This design comes from an exercise in tuning for small area, a short achievable clock period and few clock cycles per item on the open sky130 flow, not from production work.
At most, simulation tests tie the RTL to the original design; equivalence was not proved.
No functional check of the RTL was part of runs 1 and 4.

==> flow/design.v (outline; a module is shown in full before it is edited, if it fits) <==
// module me_fa: 4 lines
// module me_ha: 4 lines
// module me_fa1: 4 lines
// module me_xnor2: 3 lines
// module me_or2: 3 lines
// module me_sq: 1425 lines
// module me_sqc: 1459 lines
// module me_mulc: 3147 lines
// module me_suma: 388 lines
// module me_sumnb: 192 lines
// module me_esct: 295 lines
// module me_por: 83 lines
// module me_addp: 9 lines
// module me_pand: 83 lines
// module mandel_engine: 192 lines
module mandel_engine (
    input             clk,
    input             reset,      
    input             start,      
    input  [31:0]     x,          
    input  [31:0]     y,          
    input  [20:0]     delta,      
    output            busy,       
    output reg        wr_en,      
    output reg [8:0]  wr_addr,    
    output reg [15:0] wr_data     
);
  // ...
==> flow/flow/run.sh <==
#!/bin/bash
# Standard ORFS layout, with two changes to how it is made (the SDC, the
# period and the constraints are the standard flow's, unchanged):
#  - timing repair is asked to leave MARGIN ns of setup slack, so it
#    optimises the paths as if the clock were faster than the 20 ns it is
#    signed off at;
#  - the port buffers that the standard flow inserts on every input and
#    output are plain buf cells (buffer_ports -buffer_cell).
# Each make run writes its full output to its own log here; ORFS keeps the
# per-step logs under orfs/logs.
set -euo pipefail
MARGIN=${MARGIN:-15}
PORTBUF=${PORTBUF:-sky130_fd_sc_hd__buf_1}
bash standard.sh synth > synth.log 2>&1
bash standard.sh SETUP_SLACK_MARGIN=$MARGIN "BUFFER_PORTS_ARGS=-buffer_cell $PORTBUF" finish > layout.log 2>&1
==> flow/standard.sh <==
#!/bin/bash
# synth_recipe.tcl (not shown) runs the flow's synth.tcl, then flattens the netlist and writes it again
# the make line also repeats each setting of config.mk as NAME=value (left out here)
make -C /OpenROAD-flow-scripts/flow DESIGN_CONFIG=/design/flow/config.mk WORK_HOME=/design/flow/orfs CLKGATE_MAP_FILE= SYNTH_SCRIPT=/design/flow/synth_recipe.tcl "${@:-finish}"
==> flow/config.mk <==
export PLATFORM = sky130hd
export DESIGN_NAME = mandel_engine
export DESIGN_NICKNAME = mandel_engine
export VERILOG_FILES = /design/flow/design.v
export SDC_FILE = /design/flow/constraint.sdc
export NUM_CORES = 4
export LEC_CHECK = 0
export CAP_MARGIN = 20
export CORE_MARGIN = 2
export CORE_UTILIZATION = 60
export CTS_CLUSTER_DIAMETER = 80
export CTS_CLUSTER_SIZE = 35
export SLEW_MARGIN = 20
export SYNTH_HIERARCHICAL = 1
export SYNTH_MINIMUM_KEEP_SIZE = 0
==> flow/constraint.sdc <==
create_clock -name core_clock -period 20.0 [get_ports {clk}]
set_input_delay 4.0000 -clock core_clock [delete_from_list [all_inputs] [get_ports {clk}]]
set_output_delay 4.0000 -clock core_clock [all_outputs]
set_load 0.01 [all_outputs]
==> results by group, run 1 <==
Global route
  • Gr ovfl total: 0
  • Gr usage total: 35.6%
  • Busiest grt layer: met2

Layout
  • Layout cell share with drive strength beyond 1: 6.80%
  • Biggest registers after layout: sv0 (64), sv1 (64)
  • Largest cell class by area: multi-input gates
  • Commonest non-fill, non-tap cell in the layout: nand2_1
  • #MultiIn Comb: 5,703
  • Fraction of area in multi-input gates: 70.4%
  • Post-route cell area: 0.0767 mm^2
  • Signal inverters: 309

Hold path
  • WHS Path Cells: 0

Die
  • FP Rows: 131
  • Core footprint: 0.127 mm^2
  • Starting Density: 60.3%

Drt
  • Routed Antenna Nets: 0
  • DR WL met2: 104,000 um
  • Met3 wire length: 20,400 um

Clocking
  • Setup Fix Bufs, Post-CTS: 1
  • Latest clock arrival within the worst-skew pair: 0.72 ns
  • Clock transition at the registers of the reported paths: 0.12 ns

Worst setup path
  • Required @ worst endpoint: 16.00 ns
  • WS Path Type: reg2out
  • Cells on worst reg2reg path: 9
  • Critical Path AT: 1.18 ns
  • CP max FO: 2

STA
  • RSZ-0062 raised after global routing: yes
  • Slew @ Worst Pin: 1.12 ns
  • Hold_ws: 0.322 ns
  • Final period util: 25.9%
  • Headroom to the max-slew limit: 25.6%
  • Final Max Tran Viols: 0

Place
  • DP Worst Slack: 14.34 ns
  • Placed cell area: 0.0741 mm^2
  • Number of port buffers: 114
  • Dpl hpwl: 170,000 um

Run status
  • Status: no timing/DRC/antenna violations

Synthesis
  • Cells after Synth: 7,674
  • Post-synthesis net count: 9,482
==> module mandel_engine, before the edit <==
module mandel_engine (
    input             clk,
    input             reset,      
    input             start,      
    input  [31:0]     x,          
    input  [31:0]     y,          
    input  [20:0]     delta,      
    output            busy,       
    output reg        wr_en,      
    output reg [8:0]  wr_addr,    
    output reg [15:0] wr_data     
);
reg        running;       
reg        idle;          
reg        ini;           
reg [31:0] gc;            
reg [31:0] gdn;           
reg [20:0] dr;            
reg [8:0]  gw;            
reg        gv;            
assign busy = running;
reg [30:0] ra, rb;        
reg        sa, sb;        
reg [31:0] dab;           
reg [31:0] c0, d0;        
reg [7:0]  k0;            
reg        e0;            
reg [63:0] sv0;           
reg [1:0]  pi0;           
reg [8:0]  wa0;           
reg [11:0] p30;           
reg        act0;
reg [31:0] xa, ya;            
reg [31:0] xbn, ybn;          
reg        ca, cb;            
reg [30:0] xabn, yabn;        
reg        cab;
reg        cyc1;
reg [31:0] c1, d1;
reg [7:0]  k1;
reg        e1;
reg [63:0] sv1;
reg [1:0]  pi1;
reg [8:0]  wa1;
reg [11:0] p31;
reg        act1;
wire [33:0] txa, tya, txb, tyb, txab, tyab;
me_sq   sqa (.r(ra), .X(txa), .Y(tya));
me_sqc  sqb (.r(rb), .X(txb), .Y(tyb));            
me_mulc mab (.r(ra), .D(dab), .X(txab), .Y(tyab));   
wire [63:0] st = {sa, ra, sb, rb};
wire cmp_en = (k0[7:3] != 5'd0);
wire save   = (k0[2:0] == 3'd7);
wire tca  = (txa[1] & tya[1])   | ((txa[1] | tya[1])   & txa[0] & tya[0]);
wire tcb  = (~txb[1] & ~tyb[1])   | ((~txb[1] | ~tyb[1])   & ~txb[0] & ~tyb[0]);
wire tcab = (~txab[1] & ~tyab[1]) | ((~txab[1] | ~tyab[1]) & ~txab[0] & ~tyab[0]);
always @(posedge clk) begin
    xa   <= txa[33:2];  ya  <= tya[33:2];  ca  <= tca;
    xbn  <= txb[33:2];  ybn  <= tyb[33:2];  cb  <= tcb;
    xabn <= txab[32:2]; yabn <= tyab[32:2]; cab <= tcab;
    cyc1 <= cmp_en & (st == sv0);
    sv1  <= save ? st : sv0;
    c1   <= c0;   d1  <= d0;
    k1   <= k0;   pi1 <= pi0;
    e1   <= e0;
    wa1  <= wa0;  p31 <= p30;
    act1 <= reset ? 1'b0 : act0;
end
wire [33:0] eu, ev;
me_esct esct (.xa(xa), .ya(ya), .xbn(xbn), .ybn(ybn), .ca(ca), .cb(cb), .U(eu), .V(ev));
wire [29:0] e29 = {1'b0, eu[28:0]} + {1'b0, ev[28:0]};
wire [4:0]  eh0 = eu[33:29] + ev[33:29];
wire [4:0]  eh1 = eu[33:29] + ev[33:29] + 5'd1;
wire [32:0] oa32 = {1'b0, xa} + {1'b0, ya} + {32'd0, ca};
wire [32:0] ob32 = {1'b0, xbn} + {1'b0, ybn} + {32'd0, ~cb};
wire oa = oa32[32];
wire ob = ~ob32[32];
wire [4:0] ek = {oa & ob, oa ^ ob, 3'd0};
wire esc = e29[29] ? (eh1 != ek) : (eh0 != ek);
wire [31:0] au, av, bu, bv;
me_suma  suma  (.xa(xa), .ya(ya), .xbn(xbn), .ybn(ybn), .c(c1), .ca(ca), .cbn(~cb), .U(au), .V(av));
me_sumnb sumnb (.xn(xabn), .yn(yabn), .dn(d1), .cabn(~cab), .U(bu), .V(bv));
wire [31:0] an, nbn, pan, pnb;
me_addp adda (.x(au), .y(av), .S(an), .P(pan));      
me_addp addb (.x(bu), .y(bv), .S(nbn), .P(pnb));     
wire [31:0] bn = nbn ^ pnb;                        
wire [30:0] an_abs = an[30:0]  ^ ({31{an[31]}}  & pan[30:0]);
wire [30:0] bn_abs = nbn[30:0] ^ ({31{nbn[31]}} & pnb[30:0]);    
wire [31:0] dab_n  = nbn ^ ({32{~an[31]}} & pnb);                
wire done = act1 & (e1 | cyc1 | (k1 == 8'd255));
wire last = (pi1 == 2'd3);
wire take = (~act1 | (done & last)) & gv;
wire inword = act1 & ~last;
wire [31:0] nc = inword ? (c1 + {11'd0, dr}) : gc;
wire [31:0] ndn = inword ? d1 : gdn;               
wire [31:0] nd = ~ndn;
wire [31:0] pnc, pnd;
me_por  porc (.x(nc), .P(pnc));
me_pand pord (.x(ndn), .P(pnd));
wire [31:0] nnd = ndn ^ pnd;                       
wire [30:0] nc_abs = nc[30:0] ^ ({31{nc[31]}} & pnc[30:0]);
wire [30:0] nd_abs = nd[31] ? nnd[30:0] : nd[30:0];
wire [31:0] dab_i  = nc[31] ? nnd : nd;
wire [7:0] kk = k1;
wire [3:0] pm = (kk > 8'd133) ? 4'd15 : (
                (kk > 8'd96)  ? 4'd14 : (
                (kk > 8'd69)  ? 4'd13 : (
                (kk > 8'd50)  ? 4'd12 : (
                (kk > 8'd36)  ? 4'd11 : (
                (kk > 8'd26)  ? 4'd10 : (
                (kk > 8'd19)  ? 4'd9  : (
                (kk > 8'd13)  ? 4'd8  : (
                (kk > 8'd10)  ? 4'd7  : (
                (kk >= 8'd7)  ? 4'd6  : (
                (kk >= 8'd5)  ? 4'd5  : kk[3:0] ))))))))));
wire [3:0] pix = e1 ? pm : 4'd0;
wire ld = done | take;
always @(posedge clk) begin
    if (ld) begin
        ra  <= nc_abs;  sa <= nc[31];
        rb  <= nd_abs;  sb <= nd[31];
        dab <= dab_i;
        c0  <= nc;      d0 <= ndn;
        k0  <= 8'd0;
        e0  <= 1'b0;
    end else begin
        ra  <= an_abs;  sa <= an[31];
        rb  <= bn_abs;  sb <= bn[31];
        dab <= dab_n;
        c0  <= c1;      d0 <= d1;
        k0  <= k1 + 8'd1;
        e0  <= esc;
    end
    sv0 <= sv1;
    pi0 <= take ? 2'd0 : (done ? pi1 + 2'd1 : pi1);
    wa0 <= take ? gwa : wa1;
    p30 <= done ? {p31[7:0], pix} : p31;
    act0 <= reset ? 1'b0 : (take | (act1 & ~(done & last)));
    wr_en   <= ~reset & done & last;
    wr_addr <= wa1;
    wr_data <= {p31, pix};
end
wire       row_end = (gw[3:0] == 4'd15);
wire       dir     = gw[4];
wire [8:0] gwa     = {gw[8:4], dir ? ~gw[3:0] : gw[3:0]};
wire        cneg = ini | dir;
wire [31:0] cm   = ini ? {6'd0, dr, 5'd0} : {9'd0, dr, 2'd0};
wire [31:0] gc_n = gc + (cm ^ {32{cneg}}) + {31'd0, cneg};
wire [31:0] dm   = ini ? {7'd0, dr, 4'd0} : {11'd0, dr};
wire [31:0] gd_n = gdn + (dm ^ {32{ini}}) + {31'd0, ini};
always @(posedge clk) begin
    if (reset) begin
        running <= 1'b0;
        idle    <= 1'b1;
        ini     <= 1'b0;
        gv      <= 1'b0;
    end else if (idle) begin
        if (start) begin
            running <= 1'b1;
            idle    <= 1'b0;
            ini     <= 1'b1;
        end
    end else begin
        ini <= 1'b0;
        if (ini) begin
            gv <= 1'b1;
        end else if (take && gw == 9'd511) begin
            gv <= 1'b0;
        end
        if (!ini && !gv && !act0 && !act1) begin
            running <= 1'b0;
            idle    <= 1'b1;
        end
    end
end
always @(posedge clk) begin
    if (idle) begin
        gc  <= x;
        gdn <= ~y;
        dr  <= delta;
    end else begin
        if (ini || (take && !row_end))
            gc <= gc_n;
        if (ini || (take && row_end))
            gdn <= gd_n;
        if (ini)
            gw <= 9'd0;
        else if (take)
            gw <= gw + 9'd1;
    end
end
endmodule
==> run 2: changes to the inputs <==
--- a/flow/design.v
+++ b/flow/design.v
@@ -7005,6 +7005,423 @@
 wire o4_31 = o3_31 | o3_15;
 assign P = {o4_30, o4_29, o4_28, o4_27, o4_26, o4_25, o4_24, o4_23, o4_22, o4_21, o4_20, o4_19, o4_18, o4_17, o4_16, o3_15, o3_14, o3_13, o3_12, o3_11, o3_10, o3_9, o3_8, o2_7, o2_6, o2_5, o2_4, o1_3, o1_2, o0_1, x[0], 1'b0};
 endmodule
+module me_addbk (input [31:0] a, input [31:0] b, input ci, output [31:0] s);
+wire p0 = a[0] ^ b[0];
+wire g0 = a[0] & b[0];
+wire p1 = a[1] ^ b[1];
+wire g1 = a[1] & b[1];
+wire p2 = a[2] ^ b[2];
+wire g2 = a[2] & b[2];
+wire p3 = a[3] ^ b[3];
+wire g3 = a[3] & b[3];
+wire p4 = a[4] ^ b[4];
+wire g4 = a[4] & b[4];
+wire p5 = a[5] ^ b[5];
+wire g5 = a[5] & b[5];
+wire p6 = a[6] ^ b[6];
+wire g6 = a[6] & b[6];
+wire p7 = a[7] ^ b[7];
+wire g7 = a[7] & b[7];
+wire p8 = a[8] ^ b[8];
+wire g8 = a[8] & b[8];
+wire p9 = a[9] ^ b[9];
+wire g9 = a[9] & b[9];
+wire p10 = a[10] ^ b[10];
+wire g10 = a[10] & b[10];
+wire p11 = a[11] ^ b[11];
+wire g11 = a[11] & b[11];
+wire p12 = a[12] ^ b[12];
+wire g12 = a[12] & b[12];
+wire p13 = a[13] ^ b[13];
+wire g13 = a[13] & b[13];
+wire p14 = a[14] ^ b[14];
+wire g14 = a[14] & b[14];
+wire p15 = a[15] ^ b[15];
+wire g15 = a[15] & b[15];
+wire p16 = a[16] ^ b[16];
+wire g16 = a[16] & b[16];
+wire p17 = a[17] ^ b[17];
+wire g17 = a[17] & b[17];
+wire p18 = a[18] ^ b[18];
+wire g18 = a[18] & b[18];
+wire p19 = a[19] ^ b[19];
+wire g19 = a[19] & b[19];
+wire p20 = a[20] ^ b[20];
+wire g20 = a[20] & b[20];
+wire p21 = a[21] ^ b[21];
+wire g21 = a[21] & b[21];
+wire p22 = a[22] ^ b[22];
+wire g22 = a[22] & b[22];
+wire p23 = a[23] ^ b[23];
+wire g23 = a[23] & b[23];
+wire p24 = a[24] ^ b[24];
+wire g24 = a[24] & b[24];
+wire p25 = a[25] ^ b[25];
+wire g25 = a[25] & b[25];
+wire p26 = a[26] ^ b[26];
+wire g26 = a[26] & b[26];
+wire p27 = a[27] ^ b[27];
+wire g27 = a[27] & b[27];
+wire p28 = a[28] ^ b[28];
+wire g28 = a[28] & b[28];
+wire p29 = a[29] ^ b[29];
+wire g29 = a[29] & b[29];
+wire p30 = a[30] ^ b[30];
+wire g30 = a[30] & b[30];
+wire p31 = a[31] ^ b[31];
+wire g31 = a[31] & b[31];
+wire G_1 = g0 | (p0 & ci);
+wire P_1 = p0 & 1'b0;
+wire G_2 = g2 | (p2 & g1);
+wire P_2 = p2 & p1;
+wire G_3 = g4 | (p4 & g3);
+wire P_3 = p4 & p3;
+wire G_4 = g6 | (p6 & g5);
+wire P_4 = p6 & p5;
+wire G_5 = g8 | (p8 & g7);
+wire P_5 = p8 & p7;
+wire G_6 = g10 | (p10 & g9);
+wire P_6 = p10 & p9;
+wire G_7 = g12 | (p12 & g11);
+wire P_7 = p12 & p11;
+wire G_8 = g14 | (p14 & g13);
+wire P_8 = p14 & p13;
+wire G_9 = g16 | (p16 & g15);
+wire P_9 = p16 & p15;
+wire G_10 = g18 | (p18 & g17);
+wire P_10 = p18 & p17;
+wire G_11 = g20 | (p20 & g19);
+wire P_11 = p20 & p19;
+wire G_12 = g22 | (p22 & g21);
+wire P_12 = p22 & p21;
+wire G_13 = g24 | (p24 & g23);
+wire P_13 = p24 & p23;
+wire G_14 = g26 | (p26 & g25);
+wire P_14 = p26 & p25;
+wire G_15 = g28 | (p28 & g27);
+wire P_15 = p28 & p27;
+wire G_16 = g30 | (p30 & g29);
+wire P_16 = p30 & p29;
+wire G_17 = G_2 | (P_2 & G_1);
+wire P_17 = P_2 & P_1;
+wire G_18 = G_4 | (P_4 & G_3);
+wire P_18 = P_4 & P_3;
+wire G_19 = G_6 | (P_6 & G_5);
+wire P_19 = P_6 & P_5;
+wire G_20 = G_8 | (P_8 & G_7);
+wire P_20 = P_8 & P_7;
+wire G_21 = G_10 | (P_10 & G_9);
+wire P_21 = P_10 & P_9;
+wire G_22 = G_12 | (P_12 & G_11);
+wire P_22 = P_12 & P_11;
+wire G_23 = G_14 | (P_14 & G_13);
+wire P_23 = P_14 & P_13;
+wire G_24 = G_16 | (P_16 & G_15);
+wire P_24 = P_16 & P_15;
+wire G_25 = G_18 | (P_18 & G_17);
+wire P_25 = P_18 & P_17;
+wire G_26 = G_20 | (P_20 & G_19);
+wire P_26 = P_20 & P_19;
+wire G_27 = G_22 | (P_22 & G_21);
+wire P_27 = P_22 & P_21;
+wire G_28 = G_24 | (P_24 & G_23);
+wire P_28 = P_24 & P_23;
+wire G_29 = G_26 | (P_26 & G_25);
+wire P_29 = P_26 & P_25;
+wire G_30 = G_28 | (P_28 & G_27);
+wire P_30 = P_28 & P_27;
+wire G_31 = G_30 | (P_30 & G_29);
+wire P_31 = P_30 & P_29;
+wire G_32 = G_27 | (P_27 & G_29);
+wire P_32 = P_27 & P_29;
+wire G_33 = G_19 | (P_19 & G_25);
+wire P_33 = P_19 & P_25;
+wire G_34 = G_21 | (P_21 & G_29);
+wire P_34 = P_21 & P_29;
+wire G_35 = G_23 | (P_23 & G_32);
+wire P_35 = P_23 & P_32;
+wire G_36 = G_3 | (P_3 & G_17);
+wire P_36 = P_3 & P_17;
+wire G_37 = G_5 | (P_5 & G_25);
+wire P_37 = P_5 & P_25;
+wire G_38 = G_7 | (P_7 & G_33);
+wire P_38 = P_7 & P_33;
+wire G_39 = G_9 | (P_9 & G_29);
+wire P_39 = P_9 & P_29;
+wire G_40 = G_11 | (P_11 & G_34);
+wire P_40 = P_11 & P_34;
+wire G_41 = G_13 | (P_13 & G_32);
+wire P_41 = P_13 & P_32;
+wire G_42 = G_15 | (P_15 & G_35);
+wire P_42 = P_15 & P_35;
+wire G_43 = g1 | (p1 & G_1);
+wire P_43 = p1 & P_1;
+wire G_44 = g3 | (p3 & G_17);
+wire P_44 = p3 & P_17;
+wire G_45 = g5 | (p5 & G_36);
+wire P_45 = p5 & P_36;
+wire G_46 = g7 | (p7 & G_25);
+wire P_46 = p7 & P_25;
+wire G_47 = g9 | (p9 & G_37);
+wire P_47 = p9 & P_37;
+wire G_48 = g11 | (p11 & G_33);
+wire P_48 = p11 & P_33;
+wire G_49 = g13 | (p13 & G_38);
+wire P_49 = p13 & P_38;
+wire G_50 = g15 | (p15 & G_29);
+wire P_50 = p15 & P_29;
+wire G_51 = g17 | (p17 & G_39);
+wire P_51 = p17 & P_39;
+wire G_52 = g19 | (p19 & G_34);
+wire P_52 = p19 & P_34;
+wire G_53 = g21 | (p21 & G_40);
+wire P_53 = p21 & P_40;
+wire G_54 = g23 | (p23 & G_32);
+wire P_54 = p23 & P_32;
+wire G_55 = g25 | (p25 & G_41);
+wire P_55 = p25 & P_41;
+wire G_56 = g27 | (p27 & G_35);
+wire P_56 = p27 & P_35;
+wire G_57 = g29 | (p29 & G_42);
+wire P_57 = p29 & P_42;
+wire G_58 = g31 | (p31 & G_31);
+wire P_58 = p31 & P_31;
+assign s[0] = p0 ^ ci;
+assign s[1] = p1 ^ G_1;
+assign s[2] = p2 ^ G_43;
+assign s[3] = p3 ^ G_17;
+assign s[4] = p4 ^ G_44;
+assign s[5] = p5 ^ G_36;
+assign s[6] = p6 ^ G_45;
+assign s[7] = p7 ^ G_25;
+assign s[8] = p8 ^ G_46;
+assign s[9] = p9 ^ G_37;
+assign s[10] = p10 ^ G_47;
+assign s[11] = p11 ^ G_33;
+assign s[12] = p12 ^ G_48;
+assign s[13] = p13 ^ G_38;
+assign s[14] = p14 ^ G_49;
+assign s[15] = p15 ^ G_29;
+assign s[16] = p16 ^ G_50;
+assign s[17] = p17 ^ G_39;
+assign s[18] = p18 ^ G_51;
+assign s[19] = p19 ^ G_34;
+assign s[20] = p20 ^ G_52;
+assign s[21] = p21 ^ G_40;
+assign s[22] = p22 ^ G_53;
+assign s[23] = p23 ^ G_32;
+assign s[24] = p24 ^ G_54;
+assign s[25] = p25 ^ G_41;
+assign s[26] = p26 ^ G_55;
+assign s[27] = p27 ^ G_35;
+assign s[28] = p28 ^ G_56;
+assign s[29] = p29 ^ G_42;
+assign s[30] = p30 ^ G_57;
+assign s[31] = p31 ^ G_31;
+endmodule
+module me_addbk21 (input [31:0] a, input [20:0] b, input ci, output [31:0] s);
+wire p0 = a[0] ^ b[0];
+wire g0 = a[0] & b[0];
+wire p1 = a[1] ^ b[1];
+wire g1 = a[1] & b[1];
+wire p2 = a[2] ^ b[2];
+wire g2 = a[2] & b[2];
+wire p3 = a[3] ^ b[3];
+wire g3 = a[3] & b[3];
+wire p4 = a[4] ^ b[4];
+wire g4 = a[4] & b[4];
+wire p5 = a[5] ^ b[5];
+wire g5 = a[5] & b[5];
+wire p6 = a[6] ^ b[6];
+wire g6 = a[6] & b[6];
+wire p7 = a[7] ^ b[7];
+wire g7 = a[7] & b[7];
+wire p8 = a[8] ^ b[8];
+wire g8 = a[8] & b[8];
+wire p9 = a[9] ^ b[9];
+wire g9 = a[9] & b[9];
+wire p10 = a[10] ^ b[10];
+wire g10 = a[10] & b[10];
+wire p11 = a[11] ^ b[11];
+wire g11 = a[11] & b[11];
+wire p12 = a[12] ^ b[12];
+wire g12 = a[12] & b[12];
+wire p13 = a[13] ^ b[13];
+wire g13 = a[13] & b[13];
+wire p14 = a[14] ^ b[14];
+wire g14 = a[14] & b[14];
+wire p15 = a[15] ^ b[15];
+wire g15 = a[15] & b[15];
+wire p16 = a[16] ^ b[16];
+wire g16 = a[16] & b[16];
+wire p17 = a[17] ^ b[17];
+wire g17 = a[17] & b[17];
+wire p18 = a[18] ^ b[18];
+wire g18 = a[18] & b[18];
+wire p19 = a[19] ^ b[19];
+wire g19 = a[19] & b[19];
+wire p20 = a[20] ^ b[20];
+wire g20 = a[20] & b[20];
+wire p21 = a[21];
+wire p22 = a[22];
+wire p23 = a[23];
+wire p24 = a[24];
+wire p25 = a[25];
+wire p26 = a[26];
+wire p27 = a[27];
+wire p28 = a[28];
+wire p29 = a[29];
+wire p30 = a[30];
+wire p31 = a[31];
+wire G_1 = g0 | (p0 & ci);
+wire P_1 = p0 & 1'b0;
+wire G_2 = g2 | (p2 & g1);
+wire P_2 = p2 & p1;
+wire G_3 = g4 | (p4 & g3);
+wire P_3 = p4 & p3;
+wire G_4 = g6 | (p6 & g5);
+wire P_4 = p6 & p5;
+wire G_5 = g8 | (p8 & g7);
+wire P_5 = p8 & p7;
+wire G_6 = g10 | (p10 & g9);
+wire P_6 = p10 & p9;
+wire G_7 = g12 | (p12 & g11);
+wire P_7 = p12 & p11;
+wire G_8 = g14 | (p14 & g13);
+wire P_8 = p14 & p13;
+wire G_9 = g16 | (p16 & g15);
+wire P_9 = p16 & p15;
+wire G_10 = g18 | (p18 & g17);
+wire P_10 = p18 & p17;
+wire G_11 = g20 | (p20 & g19);
+wire P_11 = p20 & p19;
+wire G_12 = p22 & 1'b0;
+wire P_12 = p22 & p21;
+wire G_13 = p24 & 1'b0;
+wire P_13 = p24 & p23;
+wire G_14 = p26 & 1'b0;
+wire P_14 = p26 & p25;
+wire G_15 = p28 & 1'b0;
+wire P_15 = p28 & p27;
+wire G_16 = p30 & 1'b0;
+wire P_16 = p30 & p29;
+wire G_17 = G_2 | (P_2 & G_1);
+wire P_17 = P_2 & P_1;
+wire G_18 = G_4 | (P_4 & G_3);
+wire P_18 = P_4 & P_3;
+wire G_19 = G_6 | (P_6 & G_5);
+wire P_19 = P_6 & P_5;
+wire G_20 = G_8 | (P_8 & G_7);
+wire P_20 = P_8 & P_7;
+wire G_21 = G_10 | (P_10 & G_9);
+wire P_21 = P_10 & P_9;
+wire G_22 = G_12 | (P_12 & G_11);
+wire P_22 = P_12 & P_11;
+wire G_23 = G_14 | (P_14 & G_13);
+wire P_23 = P_14 & P_13;
+wire G_24 = G_16 | (P_16 & G_15);
+wire P_24 = P_16 & P_15;
+wire G_25 = G_18 | (P_18 & G_17);
+wire P_25 = P_18 & P_17;
+wire G_26 = G_20 | (P_20 & G_19);
+wire P_26 = P_20 & P_19;
+wire G_27 = G_22 | (P_22 & G_21);
+wire P_27 = P_22 & P_21;
+wire G_28 = G_24 | (P_24 & G_23);
+wire P_28 = P_24 & P_23;
+wire G_29 = G_26 | (P_26 & G_25);
+wire P_29 = P_26 & P_25;
+wire G_30 = G_28 | (P_28 & G_27);
+wire P_30 = P_28 & P_27;
+wire G_31 = G_30 | (P_30 & G_29);
+wire P_31 = P_30 & P_29;
+wire G_32 = G_27 | (P_27 & G_29);
+wire P_32 = P_27 & P_29;
+wire G_33 = G_19 | (P_19 & G_25);
+wire P_33 = P_19 & P_25;
+wire G_34 = G_21 | (P_21 & G_29);
+wire P_34 = P_21 & P_29;
+wire G_35 = G_23 | (P_23 & G_32);
+wire P_35 = P_23 & P_32;
+wire G_36 = G_3 | (P_3 & G_17);
+wire P_36 = P_3 & P_17;
+wire G_37 = G_5 | (P_5 & G_25);
+wire P_37 = P_5 & P_25;
+wire G_38 = G_7 | (P_7 & G_33);
+wire P_38 = P_7 & P_33;
+wire G_39 = G_9 | (P_9 & G_29);
+wire P_39 = P_9 & P_29;
+wire G_40 = G_11 | (P_11 & G_34);
+wire P_40 = P_11 & P_34;
+wire G_41 = G_13 | (P_13 & G_32);
+wire P_41 = P_13 & P_32;
+wire G_42 = G_15 | (P_15 & G_35);
+wire P_42 = P_15 & P_35;
+wire G_43 = g1 | (p1 & G_1);
+wire P_43 = p1 & P_1;
+wire G_44 = g3 | (p3 & G_17);
+wire P_44 = p3 & P_17;
+wire G_45 = g5 | (p5 & G_36);
+wire P_45 = p5 & P_36;
+wire G_46 = g7 | (p7 & G_25);
+wire P_46 = p7 & P_25;
+wire G_47 = g9 | (p9 & G_37);
+wire P_47 = p9 & P_37;
+wire G_48 = g11 | (p11 & G_33);
+wire P_48 = p11 & P_33;
+wire G_49 = g13 | (p13 & G_38);
+wire P_49 = p13 & P_38;
+wire G_50 = g15 | (p15 & G_29);
+wire P_50 = p15 & P_29;
+wire G_51 = g17 | (p17 & G_39);
+wire P_51 = p17 & P_39;
+wire G_52 = g19 | (p19 & G_34);
+wire P_52 = p19 & P_34;
+wire G_53 = p21 & G_40;
+wire P_53 = p21 & P_40;
+wire G_54 = p23 & G_32;
+wire P_54 = p23 & P_32;
+wire G_55 = p25 & G_41;
+wire P_55 = p25 & P_41;
+wire G_56 = p27 & G_35;
+wire P_56 = p27 & P_35;
+wire G_57 = p29 & G_42;
+wire P_57 = p29 & P_42;
+wire G_58 = p31 & G_31;
+wire P_58 = p31 & P_31;
+assign s[0] = p0 ^ ci;
+assign s[1] = p1 ^ G_1;
+assign s[2] = p2 ^ G_43;
+assign s[3] = p3 ^ G_17;
+assign s[4] = p4 ^ G_44;
+assign s[5] = p5 ^ G_36;
+assign s[6] = p6 ^ G_45;
+assign s[7] = p7 ^ G_25;
+assign s[8] = p8 ^ G_46;
+assign s[9] = p9 ^ G_37;
+assign s[10] = p10 ^ G_47;
+assign s[11] = p11 ^ G_33;
+assign s[12] = p12 ^ G_48;
+assign s[13] = p13 ^ G_38;
+assign s[14] = p14 ^ G_49;
+assign s[15] = p15 ^ G_29;
+assign s[16] = p16 ^ G_50;
+assign s[17] = p17 ^ G_39;
+assign s[18] = p18 ^ G_51;
+assign s[19] = p19 ^ G_34;
+assign s[20] = p20 ^ G_52;
+assign s[21] = p21 ^ G_40;
+assign s[22] = p22 ^ G_53;
+assign s[23] = p23 ^ G_32;
+assign s[24] = p24 ^ G_54;
+assign s[25] = p25 ^ G_41;
+assign s[26] = p26 ^ G_55;
+assign s[27] = p27 ^ G_35;
+assign s[28] = p28 ^ G_56;
+assign s[29] = p29 ^ G_42;
+assign s[30] = p30 ^ G_57;
+assign s[31] = p31 ^ G_31;
+endmodule
 module me_addp (input [31:0] x, input [31:0] y, output [31:0] S, output [31:0] P);
 assign S = x + y;
 wire [31:0] h = x ^ y;
@@ -7190,7 +7607,9 @@
 wire last = (pi1 == 2'd3);
 wire take = (~act1 | (done & last)) & gv;
 wire inword = act1 & ~last;
-wire [31:0] nc = inword ? (c1 + {11'd0, dr}) : gc;
+wire [31:0] c1dr;
+me_addbk21 addc (.a(c1), .b(dr), .ci(1'b0), .s(c1dr));
+wire [31:0] nc = inword ? c1dr : gc;
 wire [31:0] ndn = inword ? d1 : gdn;               
 wire [31:0] nd = ~ndn;
 wire [31:0] pnc, pnd;
@@ -7244,9 +7663,10 @@
 wire [8:0] gwa     = {gw[8:4], dir ? ~gw[3:0] : gw[3:0]};
 wire        cneg = ini | dir;
 wire [31:0] cm   = ini ? {6'd0, dr, 5'd0} : {9'd0, dr, 2'd0};
-wire [31:0] gc_n = gc + (cm ^ {32{cneg}}) + {31'd0, cneg};
+wire [31:0] gc_n, gd_n;
+me_addbk addgc (.a(gc), .b(cm ^ {32{cneg}}), .ci(cneg), .s(gc_n));
 wire [31:0] dm   = ini ? {7'd0, dr, 4'd0} : {11'd0, dr};
-wire [31:0] gd_n = gdn + (dm ^ {32{ini}}) + {31'd0, ini};
+me_addbk addgd (.a(gdn), .b(dm ^ {32{ini}}), .ci(ini), .s(gd_n));
 always @(posedge clk) begin
     if (reset) begin
         running <= 1'b0;
--- a/flow/flow/run.sh
+++ b/flow/flow/run.sh
@@ -9,7 +9,7 @@
 # Each make run writes its full output to its own log here; ORFS keeps the
 # per-step logs under orfs/logs.
 set -euo pipefail
-MARGIN=${MARGIN:-15}
+MARGIN=${MARGIN:-14.8}
 PORTBUF=${PORTBUF:-sky130_fd_sc_hd__buf_1}
 bash standard.sh synth > synth.log 2>&1
 bash standard.sh SETUP_SLACK_MARGIN=$MARGIN "BUFFER_PORTS_ARGS=-buffer_cell $PORTBUF" finish > layout.log 2>&1
--- a/flow/config.mk
+++ b/flow/config.mk
@@ -7,9 +7,9 @@
 export LEC_CHECK = 0
 export CAP_MARGIN = 20
 export CORE_MARGIN = 2
-export CORE_UTILIZATION = 60
-export CTS_CLUSTER_DIAMETER = 80
-export CTS_CLUSTER_SIZE = 35
+export CORE_UTILIZATION = 50
+export CTS_CLUSTER_DIAMETER = 100
+export CTS_CLUSTER_SIZE = 25
 export SLEW_MARGIN = 20
 export SYNTH_HIERARCHICAL = 1
 export SYNTH_MINIMUM_KEEP_SIZE = 0
==> results by group, run 2 <==
Worst setup path
  • CP max FO: 1 (-1)
  • CP top delay family: flip-flops
  • Cells on worst reg2reg path: 9 (unchanged)
  • Required @ worst endpoint: 16.00 ns (about the same)
  • CP Launch Point: wr_en
  • R2R Path End: xabn[6]
  • CP endpoint: wr_en
  • Critical Path AT: 1.16 ns (-0.02 ns)
  • Crit. path cell count: 1
  • Slowest stage delay, CP: 0.37 ns
  • Startpoint types: register
  • Crit end category: primary output
  • CP Buf/Inv Count: 1
  • Worst R2R Start: ra[23]
  • Slowest cell on the critical path: dfxtp_2
  • Crit path cell chain: buf_6
  • Reg2reg setup slack: 14.89 ns
  • WS Path Type: reg2out

Job
  • Max Cap Viol: 0

Run status
  • Status: no timing/DRC/antenna violations

Clocking
  • CTS buffer count: 42
  • H-tree depth: 2
  • Clk sinks: 736
  • Clock transition at the registers of the reported paths: 0.10 ns (-0.02 ns)
  • CTS Buffer Depth: 3
  • Latest clock arrival within the worst-skew pair: 0.69 ns (-0.03 ns)
  • Clk root buf: clkbuf_16
  • CTS Hold Bufs: 0
  • CTS tree: yes

Die
  • Die Ht: 395 um
  • Full die area: 0.156 mm^2
  • IO Pins: 115
  • Core footprint: 0.152 mm^2 (+19%)
  • Starting Density: 50.4% (-10 points)
  • Die Width: 395 um
  • FP Rows: 143 (+9.2%)

STA
  • Hold_ws: 0.307 ns (-0.0147 ns)
  • Headroom to the max-slew limit: 24.3% (-1.3 points)
  • Final period util: 25.8% (-0.14 points)
  • Final Max Tran Viols: 0 (unchanged)
  • Max Freq: 194 MHz
  • Hold Vio Cnt, Final: 0
  • Setup TNS: 0 ns
  • Worst Skew: 0.0522 ns
  • Minimum clock period: 5.16 ns
  • RSZ-0062 raised after global routing: no
  • Slew @ Worst Pin: 1.13 ns (+0.0188 ns)
  • # setup viols final: 0

Drt
  • DR WL met2: 101,000 um (-2.8%)
  • Met3 wire length: 17,900 um (-12%)
  • Via count: 49,900
  • Drc violations: 0
  • 1st-pass router iterations: 6
  • WL/cell: 24.9 um
  • DRT Wirelength: 220,000 um
  • Initial DRC Count: 3,826
  • DRT met1 WL: 92,800 um
  • Uppermost layer routed: met4
  • Routed Antenna Nets: 0 (unchanged)
  • Via density: 5.66

Global route
  • Gr ovfl total: 0 (unchanged)
  • Largest net degree at the start of global routing: 114
  • Vias in the first global route: 53,400
  • Gr usage total: 28.6% (-7.1 points)
  • First-pass GRT wire length: 335,000 um
  • Initial antenna violation count: 7

Synthesis
  • Yosys Warn Count: 7
  • Cells after Synth: 7,437 (-3.1%)
  • Avg Inst Size Synth: 10.3 um^2
  • Post-synthesis net count: 9,288 (-2.0%)
  • Mapped cell area: 0.0766 mm^2

Layout
  • Commonest non-fill, non-tap cell in the layout: fa_1
  • Post-route cell area: 0.0756 mm^2 (-1.5%)
  • Synth-to-layout area growth: -1.34%
  • Nets: 8,614
  • Leading cell types in the layout, fill and taps excluded: 1,335 x fa_1, 1,266 x nand2_1, 608 x dfxtp_1
  • Layout cell share with drive strength beyond 1: 6.20% (-0.60 points)
  • Biggest registers after layout: sv0 (64), sv1 (64)
  • Fill count: 13,900
  • Fin cells: 8,818

Place
  • Placed cell area: 0.0741 mm^2 (about the same)
  • Dpl hpwl: 164,000 um (-3.6%)
  • Post-Place Cells: 8,748
  • RePlAce Congestion: 0.929
  • Number of port buffers: 114 (unchanged)

Hold path
  • Worst min path class: reg2reg
[run 2: worst min path at each step]
stage	depth (start not counted)	startpoint	slack [ns]	end
floorplan	0	c0[0]	0.31	c1[0]
global placement	0	p30[7]	0.31	p31[7]
detailed placement	0	c0[14]	0.31	c1[14]
CTS	0	sv1[45]	0.31	sv0[45]
global route	0	sv1[45]	0.31	sv0[45]
finish	0	sv1[45]	0.31	sv0[45]
[run 2: metal layers]
| metal | GRT usage, % | vias up |
|---|---|---|
| met5 | 0 | - |
| met4 | 9.24 | 0 |
| met3 | 5.40 | 395 |
| met2 | 45.1 | 1973 |
| met1 | 39.8 | 25800 |
| li1 | - | 21800 |
[run 2: timing repair]
| item | CTS | global route |
|---|---|---|
| setup endpoints to repair | 10 | 14 |
| buffers inserted | 0 | 1 |
| pin swaps | 0 | 0 |
| gates resized for setup | 13 | 13 |
[run 2: area by class of cell]
| class | count | area (um^2) | share of cell area, % |
|---|---|---|---|
| sequential | 736 | 15700 | 20.8 |
| multi-input combinational | 5413 | 53400 | 70.7 |
| tap | 2030 | 2540 | 3.36 |
| inverter | 368 | 1380 | 1.83 |
| timing repair buffer | 202 | 1140 | 1.50 |
| clock buffer | 48 | 1090 | 1.45 |
| clock inverter | 20 | 270 | 0.358 |
| antenna | 1 | 2.50 | 0.00331 |
[run 2: per-stage QoR]
stage	setup WS, ns	utilization [%]
6_report	14.84	49.7
5_1_grt	14.80	49.7
4_1_cts	14.80	49.7
3_5_place_dp	14.75	48.7
3_3_place_gp	14.76	48.7
2_1_floorplan	15.47	-
Testbench counts of run 2, summed over its fixed seeds: cycles 4,240,632, pixels 98,304.
==> run 3: changes to the inputs <==
--- a/flow/flow/run.sh
+++ b/flow/flow/run.sh
@@ -9,7 +9,7 @@
 # Each make run writes its full output to its own log here; ORFS keeps the
 # per-step logs under orfs/logs.
 set -euo pipefail
-MARGIN=${MARGIN:-14.8}
+MARGIN=${MARGIN:-15}
 PORTBUF=${PORTBUF:-sky130_fd_sc_hd__buf_1}
 bash standard.sh synth > synth.log 2>&1
 bash standard.sh SETUP_SLACK_MARGIN=$MARGIN "BUFFER_PORTS_ARGS=-buffer_cell $PORTBUF" finish > layout.log 2>&1
==> results by group, run 3 <==
Layout
  • Nets: 8,614 (unchanged)
  • Leading cell types in the layout, fill and taps excluded: 1,335 x fa_1, 1,266 x nand2_1, 595 x dfxtp_1
  • Fin cells: 8,818 (unchanged)
  • Synth-to-layout area growth: -1.06%
  • Post-route cell area: 0.0758 mm^2 (+0.29%)
  • Commonest non-fill, non-tap cell in the layout: fa_1
  • Finished Core Util: 49.8% (+0.14 points)
  • Layout cell share with drive strength beyond 1: 6.75% (+0.55 points)
  • Biggest registers after layout: sv0 (64), sv1 (64)

STA
  • Minimum clock period: 5.15 ns (-0.000400 ns)
  • Final WS setup: 14.85 ns (+0.000400 ns)
  • Worst Skew: 0.0521 ns (-0.000190 ns)
  • Hold Vio Cnt, Final: 0 (unchanged)
  • Max Freq: 194 MHz (about the same)
  • Final Max Tran Viols: 0 (unchanged)
  • # setup viols final: 0 (unchanged)
  • RSZ-0062 raised after global routing: yes
  • Headroom to the max-slew limit: 25.3% (+0.96 points)
  • Slew @ Worst Pin: 1.12 ns (-0.0145 ns)
  • Hold_ws: 0.307 ns (+0.000377 ns)
  • Setup TNS: 0 ns (unchanged)
  • Final period util: 25.8% (about the same)

Worst setup path
  • Required @ worst endpoint: 16.00 ns (about the same)
  • WS Path Type: reg2out
  • CP Buf/Inv Count: 1 (unchanged)
  • Crit end category: primary output
  • Critical Path AT: 1.15 ns (about the same)
  • Slowest cell on the critical path: dfxtp_2
  • Crit path cell chain: buf_6
  • Slowest stage delay, CP: 0.37 ns (about the same)
  • CP max FO: 1 (unchanged)
  • Startpoint types: register
  • CP top delay family: flip-flops

Synthesis
  • Mapped cell area: 0.0766 mm^2 (unchanged)
  • Yosys Warn Count: 7 (unchanged)
  • Cells after Synth: 7,437 (unchanged)
  • Avg Inst Size Synth: 10.3 um^2 (unchanged)
  • Post-synthesis net count: 9,288 (unchanged)

Global route
  • Gr usage total: 28.6% (about the same)
  • Gr ovfl total: 0 (unchanged)
  • Vias in the first global route: 53,400 (+0.017%)
  • Initial antenna violation count: 7 (unchanged)
  • Largest net degree at the start of global routing: 114 (unchanged)
  • First-pass GRT wire length: 335,000 um (about the same)

Job
  • Max Cap Viol: 0 (unchanged)

Drt
  • 1st-pass router iterations: 6 (unchanged)
  • Routed Antenna Nets: 0 (unchanged)
  • Drc violations: 0 (unchanged)
  • Via count: 49,900 (+0.060%)
  • DRT Wirelength: 220,000 um (about the same)
  • WL/cell: 24.9 um (about the same)
  • Via density: 5.66 (about the same)
  • Initial DRC Count: 3,840 (+0.37%)

Die
  • FP Rows: 143 (unchanged)
  • Core footprint: 0.152 mm^2 (unchanged)
  • IO Pins: 115 (unchanged)
  • Starting Density: 50.4% (unchanged)
  • Die Width: 395 um (unchanged)
  • Die Ht: 395 um (unchanged)
  • Full die area: 0.156 mm^2 (unchanged)

Clocking
  • CTS Buffer Depth: 3 (unchanged)
  • Clock transition at the registers of the reported paths: 0.10 ns (about the same)
  • H-tree depth: 2 (unchanged)
  • Clk sinks: 736 (unchanged)
  • CTS tree: yes
  • Latest clock arrival within the worst-skew pair: 0.69 ns (about the same)
  • CTS Hold Bufs: 0 (unchanged)
  • Clk root buf: clkbuf_16
  • CTS buffer count: 42 (unchanged)

Place
  • DP Worst Slack: 14.75 ns (unchanged)
  • Placed cell area: 0.0741 mm^2 (unchanged)
  • Dpl hpwl: 164,000 um (unchanged)
  • RePlAce Congestion: 0.929 (unchanged)
  • Post-Place Cells: 8,748 (unchanged)
  • Number of port buffers: 114 (unchanged)

Hold path
  • Worst min path class: reg2reg

Run status
  • Status: no timing/DRC/antenna violations
run 3: cell type report:
class                      count  area, um^2
antenna                        1        2.50
clock buffer                  48        1090
clock inverter                20         270
fill                       13900       76300
inverter                     368        1380
multi-input combinational   5413       53400
sequential                   736       15700
tap                         2030        2540
timing repair buffer         202        1310
run 3: path summary, 6_finish.rpt:
check          start      end  slack, ns  cells after the start
max            wr_en    wr_en      14.85                      1
min reg2reg  sv1[45]  sv0[45]       0.31                      0
max reg2reg   ra[23]  xabn[6]      15.09                      9
min          sv1[45]  sv0[45]       0.31                      0
run 3: metal layers:
layer / up-vias / track usage, % / part of all wire, %
li1: 21800 / - / -
met1: 25700 / 39.8 / 42
met2: 2010 / 45.1 / 46
met3: 424 / 5.41 / 8.2
met4: 0 / 9.24 / 3.7
met5: - / 0 / 0
run 3: what timing repair did:
item | CTS | global route
endpoints found under the setup margin | 45 | 78
resized for setup | 51 | 47
setup buffers | 0 | 1
gates cloned | 0 | 0
==> module me_addp, before the edit <==
module me_addp (input [31:0] x, input [31:0] y, output [31:0] S, output [31:0] P);
assign S = x + y;
wire [31:0] h = x ^ y;
wire [31:0] o = x | y;
wire [31:0] t = h ^ {o[30:0], 1'b0};    
wire [31:0] q;
me_por pq (.x(t), .P(q));
assign P = q;
endmodule
==> run 4: changes to the inputs <==
--- a/flow/design.v
+++ b/flow/design.v
@@ -7423,8 +7423,138 @@
 assign s[31] = p31 ^ G_31;
 endmodule
 module me_addp (input [31:0] x, input [31:0] y, output [31:0] S, output [31:0] P);
-assign S = x + y;
 wire [31:0] h = x ^ y;
+wire [31:0] gg = x & y;
+wire G0_1 = gg[1] | (h[1] & gg[0]);
+wire G0_3 = gg[3] | (h[3] & gg[2]);
+wire P0_3 = h[3] & h[2];
+wire G0_5 = gg[5] | (h[5] & gg[4]);
+wire P0_5 = h[5] & h[4];
+wire G0_7 = gg[7] | (h[7] & gg[6]);
+wire P0_7 = h[7] & h[6];
+wire G0_9 = gg[9] | (h[9] & gg[8]);
+wire P0_9 = h[9] & h[8];
+wire G0_11 = gg[11] | (h[11] & gg[10]);
+wire P0_11 = h[11] & h[10];
+wire G0_13 = gg[13] | (h[13] & gg[12]);
+wire P0_13 = h[13] & h[12];
+wire G0_15 = gg[15] | (h[15] & gg[14]);
+wire P0_15 = h[15] & h[14];
+wire G0_17 = gg[17] | (h[17] & gg[16]);
+wire P0_17 = h[17] & h[16];
+wire G0_19 = gg[19] | (h[19] & gg[18]);
+wire P0_19 = h[19] & h[18];
+wire G0_21 = gg[21] | (h[21] & gg[20]);
+wire P0_21 = h[21] & h[20];
+wire G0_23 = gg[23] | (h[23] & gg[22]);
+wire P0_23 = h[23] & h[22];
+wire G0_25 = gg[25] | (h[25] & gg[24]);
+wire P0_25 = h[25] & h[24];
+wire G0_27 = gg[27] | (h[27] & gg[26]);
+wire P0_27 = h[27] & h[26];
+wire G0_29 = gg[29] | (h[29] & gg[28]);
+wire P0_29 = h[29] & h[28];
+wire G0_31 = gg[31] | (h[31] & gg[30]);
+wire P0_31 = h[31] & h[30];
+wire G1_2 = gg[2] | (h[2] & G0_1);
+wire G1_3 = G0_3 | (P0_3 & G0_1);
+wire G1_6 = gg[6] | (h[6] & G0_5);
+wire P1_6 = h[6] & P0_5;
+wire G1_7 = G0_7 | (P0_7 & G0_5);
+wire P1_7 = P0_7 & P0_5;
+wire G1_10 = gg[10] | (h[10] & G0_9);
+wire P1_10 = h[10] & P0_9;
+wire G1_11 = G0_11 | (P0_11 & G0_9);
+wire P1_11 = P0_11 & P0_9;
+wire G1_14 = gg[14] | (h[14] & G0_13);
+wire P1_14 = h[14] & P0_13;
+wire G1_15 = G0_15 | (P0_15 & G0_13);
+wire P1_15 = P0_15 & P0_13;
+wire G1_18 = gg[18] | (h[18] & G0_17);
+wire P1_18 = h[18] & P0_17;
+wire G1_19 = G0_19 | (P0_19 & G0_17);
+wire P1_19 = P0_19 & P0_17;
+wire G1_22 = gg[22] | (h[22] & G0_21);
+wire P1_22 = h[22] & P0_21;
+wire G1_23 = G0_23 | (P0_23 & G0_21);
+wire P1_23 = P0_23 & P0_21;
+wire G1_26 = gg[26] | (h[26] & G0_25);
+wire P1_26 = h[26] & P0_25;
+wire G1_27 = G0_27 | (P0_27 & G0_25);
+wire P1_27 = P0_27 & P0_25;
+wire G1_30 = gg[30] | (h[30] & G0_29);
+wire P1_30 = h[30] & P0_29;
+wire G1_31 = G0_31 | (P0_31 & G0_29);
+wire P1_31 = P0_31 & P0_29;
+wire G2_4 = gg[4] | (h[4] & G1_3);
+wire G2_5 = G0_5 | (P0_5 & G1_3);
+wire G2_6 = G1_6 | (P1_6 & G1_3);
+wire G2_7 = G1_7 | (P1_7 & G1_3);
+wire G2_12 = gg[12] | (h[12] & G1_11);
+wire P2_12 = h[12] & P1_11;
+wire G2_13 = G0_13 | (P0_13 & G1_11);
+wire P2_13 = P0_13 & P1_11;
+wire G2_14 = G1_14 | (P1_14 & G1_11);
+wire P2_14 = P1_14 & P1_11;
+wire G2_15 = G1_15 | (P1_15 & G1_11);
+wire P2_15 = P1_15 & P1_11;
+wire G2_20 = gg[20] | (h[20] & G1_19);
+wire P2_20 = h[20] & P1_19;
+wire G2_21 = G0_21 | (P0_21 & G1_19);
+wire P2_21 = P0_21 & P1_19;
+wire G2_22 = G1_22 | (P1_22 & G1_19);
+wire P2_22 = P1_22 & P1_19;
+wire G2_23 = G1_23 | (P1_23 & G1_19);
+wire P2_23 = P1_23 & P1_19;
+wire G2_28 = gg[28] | (h[28] & G1_27);
+wire P2_28 = h[28] & P1_27;
+wire G2_29 = G0_29 | (P0_29 & G1_27);
+wire P2_29 = P0_29 & P1_27;
+wire G2_30 = G1_30 | (P1_30 & G1_27);
+wire P2_30 = P1_30 & P1_27;
+wire G2_31 = G1_31 | (P1_31 & G1_27);
+wire P2_31 = P1_31 & P1_27;
+wire G3_8 = gg[8] | (h[8] & G2_7);
+wire G3_9 = G0_9 | (P0_9 & G2_7);
+wire G3_10 = G1_10 | (P1_10 & G2_7);
+wire G3_11 = G1_11 | (P1_11 & G2_7);
+wire G3_12 = G2_12 | (P2_12 & G2_7);
+wire G3_13 = G2_13 | (P2_13 & G2_7);
+wire G3_14 = G2_14 | (P2_14 & G2_7);
+wire G3_15 = G2_15 | (P2_15 & G2_7);
+wire G3_24 = gg[24] | (h[24] & G2_23);
+wire P3_24 = h[24] & P2_23;
+wire G3_25 = G0_25 | (P0_25 & G2_23);
+wire P3_25 = P0_25 & P2_23;
+wire G3_26 = G1_26 | (P1_26 & G2_23);
+wire P3_26 = P1_26 & P2_23;
+wire G3_27 = G1_27 | (P1_27 & G2_23);
+wire P3_27 = P1_27 & P2_23;
+wire G3_28 = G2_28 | (P2_28 & G2_23);
+wire P3_28 = P2_28 & P2_23;
+wire G3_29 = G2_29 | (P2_29 & G2_23);
+wire P3_29 = P2_29 & P2_23;
+wire G3_30 = G2_30 | (P2_30 & G2_23);
+wire P3_30 = P2_30 & P2_23;
+wire G3_31 = G2_31 | (P2_31 & G2_23);
+wire P3_31 = P2_31 & P2_23;
+wire G4_16 = gg[16] | (h[16] & G3_15);
+wire G4_17 = G0_17 | (P0_17 & G3_15);
+wire G4_18 = G1_18 | (P1_18 & G3_15);
+wire G4_19 = G1_19 | (P1_19 & G3_15);
+wire G4_20 = G2_20 | (P2_20 & G3_15);
+wire G4_21 = G2_21 | (P2_21 & G3_15);
+wire G4_22 = G2_22 | (P2_22 & G3_15);
+wire G4_23 = G2_23 | (P2_23 & G3_15);
+wire G4_24 = G3_24 | (P3_24 & G3_15);
+wire G4_25 = G3_25 | (P3_25 & G3_15);
+wire G4_26 = G3_26 | (P3_26 & G3_15);
+wire G4_27 = G3_27 | (P3_27 & G3_15);
+wire G4_28 = G3_28 | (P3_28 & G3_15);
+wire G4_29 = G3_29 | (P3_29 & G3_15);
+wire G4_30 = G3_30 | (P3_30 & G3_15);
+wire G4_31 = G3_31 | (P3_31 & G3_15);
+assign S = h ^ {G4_30, G4_29, G4_28, G4_27, G4_26, G4_25, G4_24, G4_23, G4_22, G4_21, G4_20, G4_19, G4_18, G4_17, G4_16, G3_15, G3_14, G3_13, G3_12, G3_11, G3_10, G3_9, G3_8, G2_7, G2_6, G2_5, G2_4, G1_3, G1_2, G0_1, gg[0], 1'b0};
 wire [31:0] o = x | y;
 wire [31:0] t = h ^ {o[30:0], 1'b0};    
 wire [31:0] q;
==> results by group, run 4 <==
Run status
  • Status: no timing/DRC/antenna violations

Global route
  • Gr usage total: 28.4% (-0.14 points)
  • Initial antenna violation count: 5 (-2)
  • First-pass GRT wire length: 325,000 um (-3.1%)
  • Largest net degree at the start of global routing: 91 (-20%)
  • Vias in the first global route: 52,100 (-2.4%)
  • Gr ovfl total: 0 (unchanged)

Synthesis
  • Yosys Warn Count: 7 (unchanged)
  • Cells after Synth: 7,246 (-2.6%)
  • Mapped cell area: 0.0756 mm^2 (-1.4%)
  • Avg Inst Size Synth: 10.4 um^2 (+1.2%)
  • Post-synthesis net count: 9,103 (-2.0%)

Clocking
  • H-tree depth: 2 (unchanged)
  • Clk sinks: 736 (unchanged)
  • CTS Buffer Depth: 3 (unchanged)
  • Clock transition at the registers of the reported paths: 0.10 ns (about the same)
  • CTS buffer count: 43 (+2.4%)
  • Latest clock arrival within the worst-skew pair: 0.70 ns (about the same)
  • Clk root buf: clkbuf_16
  • CTS Hold Bufs: 0 (unchanged)
  • CTS tree: yes

Worst setup path
  • Crit. path cell count: 1 (unchanged)
  • Slowest cell on the critical path: dfxtp_2
  • Startpoint types: register
  • Critical Path AT: 1.15 ns (about the same)
  • Crit path cell chain: buf_6
  • Worst R2R Start: ra[13]
  • Reg2reg setup slack: 15.07 ns (-0.02 ns)
  • Cells on worst reg2reg path: 9 (unchanged)
  • Crit end category: primary output
  • R2R Path End: xabn[7]
  • CP top delay family: flip-flops
  • Slowest stage delay, CP: 0.34 ns (-0.03 ns)
  • CP endpoint: wr_addr[6]
  • WS Path Type: reg2out
  • CP Launch Point: wr_addr[6]
  • CP Buf/Inv Count: 1 (unchanged)
  • CP max FO: 1 (unchanged)
  • Required @ worst endpoint: 16.00 ns (about the same)

Drt
  • Routed Antenna Nets: 0 (unchanged)
  • DRT Wirelength: 215,000 um (-2.0%)
  • Via count: 48,700 (-2.4%)
  • 1st-pass router iterations: 5 (-1)
  • WL/cell: 24.8 um (-0.58%)
  • Drc violations: 0 (unchanged)
  • Initial DRC Count: 3,661 (-4.7%)
  • Via density: 5.61 (-0.94%)

Layout
  • Post-route cell area: 0.0754 mm^2 (-0.53%)
  • Commonest non-fill, non-tap cell in the layout: fa_1
  • Area of the multi-input gates: 0.0527 mm^2 (-1.4%)
  • Finished Core Util: 50.3% (+0.44 points)
  • Layout cell share with drive strength beyond 1: 7.73% (+0.98 points)
  • Reg area: 0.0158 mm^2 (about the same)
  • Biggest registers after layout: sv0 (64), sv1 (64)
  • Fill count: 13,600 (-2.3%)
  • Synth-to-layout area growth: -0.224%
  • Leading cell types in the layout, fill and taps excluded: 1,340 x fa_1, 1,239 x nand2_1, 588 x dfxtp_1
  • Nets: 8,494 (-1.4%)
  • Fin cells: 8,688 (-1.5%)

STA
  • Slew @ Worst Pin: 1.14 ns (+0.0181 ns)
  • Worst Skew: 0.0520 ns (-0.0000148 ns)
  • RSZ-0062 raised after global routing: yes
  • Final period util: 25.7% (-0.042 points)
  • Setup TNS: 0 ns (unchanged)
  • # setup viols final: 0 (unchanged)
  • Hold Vio Cnt, Final: 0 (unchanged)
  • Minimum clock period: 5.15 ns (-0.00850 ns)
  • Final Max Tran Viols: 0 (unchanged)
  • Headroom to the max-slew limit: 24.1% (-1.2 points)
  • Max Freq: 194 MHz (+0.16%)

Place
  • Dpl hpwl: 159,000 um (-2.6%)
  • RePlAce Congestion: 0.924 (-0.50%)
  • Number of port buffers: 114 (unchanged)
  • Placed cell area: 0.0733 mm^2 (-1.1%)
  • Post-Place Cells: 8,594 (-1.8%)

Die
  • FP Rows: 142 (-0.70%)
  • Starting Density: 50.4% (about the same)
  • IO Pins: 115 (unchanged)
  • Die Width: 393 um (-0.68%)
  • Die Ht: 393 um (-0.68%)
  • Full die area: 0.154 mm^2 (-1.3%)
  • Core footprint: 0.150 mm^2 (-1.4%)

Hold path
  • WHS Path Cells: 0 (unchanged)
  • Worst min path class: reg2reg

Job
  • Max Cap Viol: 0 (unchanged)
[run 4: repair_timing]
item | 4_1_cts | 5_1_grt
endpoints found under the setup margin | 93 | 105
hold endpoints to repair | 0 | 0
gates resized for setup | 53 | 72
pin swaps | 0 | 12
gates cloned | 0 | 2
buffers inserted | 0 | 12
[run 4: per-stage QoR]
stage | setup slack, ns | hold slack (ns)
2_1_floorplan | 15.47 | 0.310
3_3_place_gp | 14.37 | 0.310
3_5_place_dp | 14.41 | 0.312
4_1_cts | 14.82 | 0.320
5_1_grt | 14.81 | 0.311
6_report | 14.85 | 0.324
[run 4: how the worst min path moves through the flow]
| stage | from | slack [ns] | to |
|---|---|---|---|
| 3_3_place_gp | sv1[39] | 0.31 | sv0[39] |
| 5_1_grt | d0[19] | 0.31 | d1[19] |
| 2_1_floorplan | c0[0] | 0.31 | c1[0] |
| 3_5_place_dp | d0[3] | 0.31 | d1[3] |
| 4_1_cts | d0[19] | 0.32 | d1[19] |
| 6_report | d0[19] | 0.32 | d1[19] |
[run 4: routing by layer]
layer / wire length (um) / vias up / GRT usage [%]
li1: - / 21200 / -
met1: 90200 / 25100 / 39.1
met2: 95700 / 2111 / 43.7
met3: 20300 / 388 / 6.96
met4: 8980 / 4 / 10.5
met5: 27 / - / 0
[run 4: cell type report]
class | instances | area share (%)
multi-input combinational | 5246 | 69.9
sequential | 736 | 20.9
tap | 2016 | 3.35
timing repair buffer | 226 | 2.02
inverter | 384 | 1.91
clock buffer | 49 | 1.49
clock inverter | 23 | 0.408
antenna | 8 | 0.0266
[run 4: worst register-to-register path, cell delays in order (launching register included)]
cell and delay [ns]:
dfxtp_2 0.74, buf_6 0.42, nand2_1 0.20, fa_1 0.47, fa_1 0.57, fa_1 0.46, fa_1 0.48, fa_1 0.49
fa_1 0.53, fa_1 0.40

-- static timing again, ports no longer ideal --
In the flow no input, the clock included, has a driving cell. The finished layouts below were timed again as built, in two steps.
Step 1 sets driving cells, clkbuf_16 on the clock port and buf_2 on the other inputs (assumed; they add their load-dependent delay and slew).
Step 2 also shifts input and output timing later by t, the mid clock arrival at the registers, as if the neighbouring blocks saw the same clock.
Slacks: ideal / step 1 / step 2; pairs: ideal / step 1.
run	t (ns)	setup WS [ns]	slew at the worst register clock pin (ns)
run 1	0.760	14.816 / 14.746 / 15.084	0.12 / 0.12
run 2	0.742	14.845 / 14.763 / 14.893	0.11 / 0.11
run 3	0.740	14.845 / 14.764 / 15.092	0.11 / 0.11
run 4	0.753	14.854 / 14.775 / 15.070	0.11 / 0.11
After both steps every run listed still meets setup and hold.
